Context: an optimization exercise on an open-source flow, tuned for small area, a short achievable clock period and few clock cycles. The choices shown serve that exercise and are no tape-out recipe.
The RTL was checked by simulation tests, not by an equivalence proof against the original design.

main:
==> flow/design.v (excerpt) <==
module RV32ICM
#(parameter DATA_WIDTH = 32)
(input clk,
 input n_rst,
 output [DATA_WIDTH-1:0] o_imem_addr,
 input  [DATA_WIDTH-1:0] i_imem_rdata,
 output [DATA_WIDTH-1:0] o_dmem_addr,
 output [DATA_WIDTH-1:0] o_dmem_wdata,
 output [3:0] o_dmem_wstrb,
 input  [DATA_WIDTH-1:0] i_dmem_rdata
 );
 wire w_busy;
 wire w_ex_redirect;
 wire [31:0] w_ex_target;
 wire w_id_stall;
 wire [31:0] w_id_pcimm, w_id_pcnext;
 reg [31:0] r_PC;
 wire [31:0] w_IF_inst;
 wire w_IF_isC;
 Decompression_Unit Decomp (.i_low_inst(i_imem_rdata[15:0]),
                            .i_high_inst(i_imem_rdata[31:16]),
                            .o_inst(w_IF_inst),
                            .o_ctrl_is_C_inst(w_IF_isC));
 assign o_imem_addr = r_PC;
 wire [29:0] w_PC_inc = r_PC[31:2] + 30'd1;
 wire w_PC_carry = w_IF_isC ? r_PC[1] : 1'b1;
 wire [31:0] w_PC_seq = {w_PC_carry ? w_PC_inc : r_PC[31:2], r_PC[1] ^ w_IF_isC, r_PC[0]};
 wire [31:0] w_raw = i_imem_rdata;
 wire w_q1 = (w_raw[1:0] == 2'b01);
 wire w_jal32 = (w_raw[6:0] == 7'b1101111);
 wire w_br32 = (w_raw[6:0] == 7'b1100011) & (w_raw[14:13] != 2'b01) & w_raw[31];
 wire w_cj = w_q1 & (w_raw[14:13] == 2'b01);
 wire w_cbr = w_q1 & (w_raw[15:14] == 2'b11) & w_raw[12];
 wire w_IF_pred = w_jal32 | w_br32 | w_cj | w_cbr;
 reg [31:0] w_pimm;
 always @(*) begin
	case ({w_q1, w_raw[2]})
		2'b00, 2'b01: w_pimm = w_raw[2] ? {{12{w_raw[31]}}, w_raw[19:12], w_raw[20], w_raw[30:21], 1'b0}
		                                : {{20{w_raw[31]}}, w_raw[7], w_raw[30:25], w_raw[11:8], 1'b0};
		default: w_pimm = w_raw[14] ? {{24{w_raw[12]}}, w_raw[6:5], w_raw[2], w_raw[11:10], w_raw[4:3], 1'b0}
		                            : {{21{w_raw[12]}}, w_raw[8], w_raw[10:9], w_raw[6], w_raw[7], w_raw[2], w_raw[11], w_raw[5:3], 1'b0};
	endcase
 end
 wire [31:0] w_PC_pred = r_PC + w_pimm;
 always @(posedge clk or negedge n_rst) begin
	if (!n_rst) r_PC <= 32'd0;
	else if (!w_busy) begin
		if (w_ex_redirect) r_PC <= w_ex_target;
		else if (w_id_stall) r_PC <= r_PC;
		else if (w_IF_pred) r_PC <= w_PC_pred;
		else r_PC <= w_PC_seq;
	end
 end
 reg r_IFID_valid;
 reg [31:0] r_IFID_inst, r_IFID_PC;
 reg r_IFID_isC, r_IFID_pred;
  ...
For scale: about 170 I/O pins, about 0.093 sq mm of cells after synthesis.
export LEC_CHECK = 0
export CAP_MARGIN = 20
export CORE_MARGIN = 2
export CORE_UTILIZATION = 45
export CTS_CLUSTER_DIAMETER = 70
export CTS_CLUSTER_SIZE = 30
export PLACE_DENSITY = 0.6
export SLEW_MARGIN = 20
create_clock -name core_clock -period 12.0 [get_ports {clk}]
standard.sh (not shown) runs the stock make flow with config.mk's settings and CLKGATE_MAP_FILE= SYNTH_SCRIPT=/design/flow/synth_recipe.tcl, a recipe that flattens the netlist after the stock synthesis.
==> flow/flow/run.sh <==
#!/bin/bash
# The standard layout (the standard.sh: ORFS synthesis to finish), with
# timing repair asked to leave 7 ns of setup margin at the design's clock
# period, so that the repair sizes and buffers the critical paths further.
# The clock period, constraints and synthesis are unchanged.
export SETUP_SLACK_MARGIN=7
bash standard.sh > standard.log 2>&1
Testbench counts of main, summed over its fixed seeds: cycles 34,269.
Relative to main, the following input files were edited for the feature branch:
# main
export LEC_CHECK = 0
export CAP_MARGIN = 20
export CORE_MARGIN = 2
export CORE_UTILIZATION = 45
export CTS_CLUSTER_DIAMETER = 70
export CTS_CLUSTER_SIZE = 30
export PLACE_DENSITY = 0.6
export SLEW_MARGIN = 20
create_clock -name core_clock -period 12.0 [get_ports {clk}]
# the feature branch
export LEC_CHECK = 0
export CAP_MARGIN = 20
export CORE_MARGIN = 2
export CORE_UTILIZATION = 50
export PLACE_DENSITY = 0.65
export SLEW_MARGIN = 20
create_clock -name core_clock -period 12.0 [get_ports {clk}]
==> comparison <==
In summary, the feature branch completed successfully, with a layout that passed the timing, DRC and antenna checks.
In the feature branch, the area growth from synthesis to final layout came out 1.7 points above the value in main.
For the feature branch, the critical path startpoint was r_IFID_inst[20]$_DFFE_PP_, unlike main, where it was i_imem_rdata[7].
In the metrics for main and the feature branch, the one carrying the higher number of cells traversed by the worst register-to-register path is main.
The feature branch ends up with higher global-route usage over all layers than main does.
Between main and the feature branch, wire length on met2 decreased.

---

build 53:
RV32ICM, a different RTL version from the one above (not shown whole).
Size in the first run: about 8400 cells after synthesis, roughly 1500 flip-flops, ~170 I/O pins, roughly 92000 µm² of cells after synthesis.
export LEC_CHECK = 0
export CAP_MARGIN = 20
export CORE_MARGIN = 2
export CORE_UTILIZATION = 50
export CTS_CLUSTER_DIAMETER = 70
export CTS_CLUSTER_SIZE = 30
export PLACE_DENSITY = 0.65
export SLEW_MARGIN = 20
create_clock -name core_clock -period 12.0 [get_ports {clk}]
Scripts as last shown in full above: flow/flow/run.sh
Testbench counts of build 53, summed over its fixed seeds: cycles 34,891.
Relative to build 53, the following input files were edited for build 41:
- PLACE_DENSITY now 0.7, was 0.65
- CORE_UTILIZATION now 55, was 50
Per the final summary, build 41 finished and its layout is clean on timing, DRC and antenna.
Build 53 completed; timing, DRC and antenna clean
Going from build 53 to build 41, post-DP HPWL shrank by a few percent.
First-pass iteration count of the detailed router was lower in the run labelled build 41.
Startpoint of the most critical setup path = r_IFID_inst[21]: build 53; startpoint of the most critical setup path = i_dmem_rdata[31]: build 41
Side by side, critical path depth turned out higher in build 41 than in build 53.
Build 41 against build 53: first-iteration DRC count went up by 11%; clock network area share was more or less identical; fmax went down by 0.0011 GHz.
Build 41 ended up with a lower worst-case setup margin in the final layout than build 53 did.
Build 53 -> build 41: wire length of the first global-routing pass decreased by a few percent
--- input diff build 41..build 67 ---
- CTS_CLUSTER_DIAMETER: 70 -> unset
- CTS_CLUSTER_SIZE: 30 -> unset
- CORE_UTILIZATION: 55 -> 50
- PLACE_DENSITY: 0.7 -> 0.65
### Flow results
Taking build 41 as the reference, in build 67 post-cts sizing count decreased by about 0.4% relative to the old numbers, worst hold path cell count lost 2, wire length now larger, worst setup slack before clock tree synthesis +0.099 ns.
Against build 41, build 67 comes in about 5.4% higher on standard-cell row count.

==> re-timing with driven ports <==
Ports are ideal in the flow. The routed layouts listed here were re-timed in OpenROAD.
Step 1 assumes that a clkbuf_16 drives the clock port and a buf_2 every other input.
Step 2 times the ports against the registers' clock, not the clock port: input delays grow and output delays shrink by t, the midpoint of the rising clock arrivals with the driver on.
a / b / c = ideal ports / drivers / drivers and shift; a / b = the first two.
run | t (ns) | setup slack, ns | hold WS [ns] | clock arrival spread, ns
main | 0.911 | 6.643 / 6.702 / 5.809 | 0.518 / 0.518 / 0.518 | 0.112 / 0.111
the feature branch | 0.951 | 6.626 / 6.626 / 5.721 | 0.490 / 0.490 / 0.490 | 0.091 / 0.091
build 53 | 0.911 | 6.812 / 6.812 / 6.193 | 0.473 / 0.473 / 0.473 | 0.112 / 0.112
build 41 | 0.893 | 6.783 / 6.787 / 5.913 | 0.484 / 0.484 / 0.484 | 0.094 / 0.093
build 67 | 0.923 | 6.835 / 6.835 / 6.084 | 0.471 / 0.471 / 0.471 | 0.105 / 0.106
After both steps setup and hold are still met in every run listed. The setup slack of the feature branch, which loses most, moves by 0.000 ns with the drivers and by -0.905 ns with both steps.
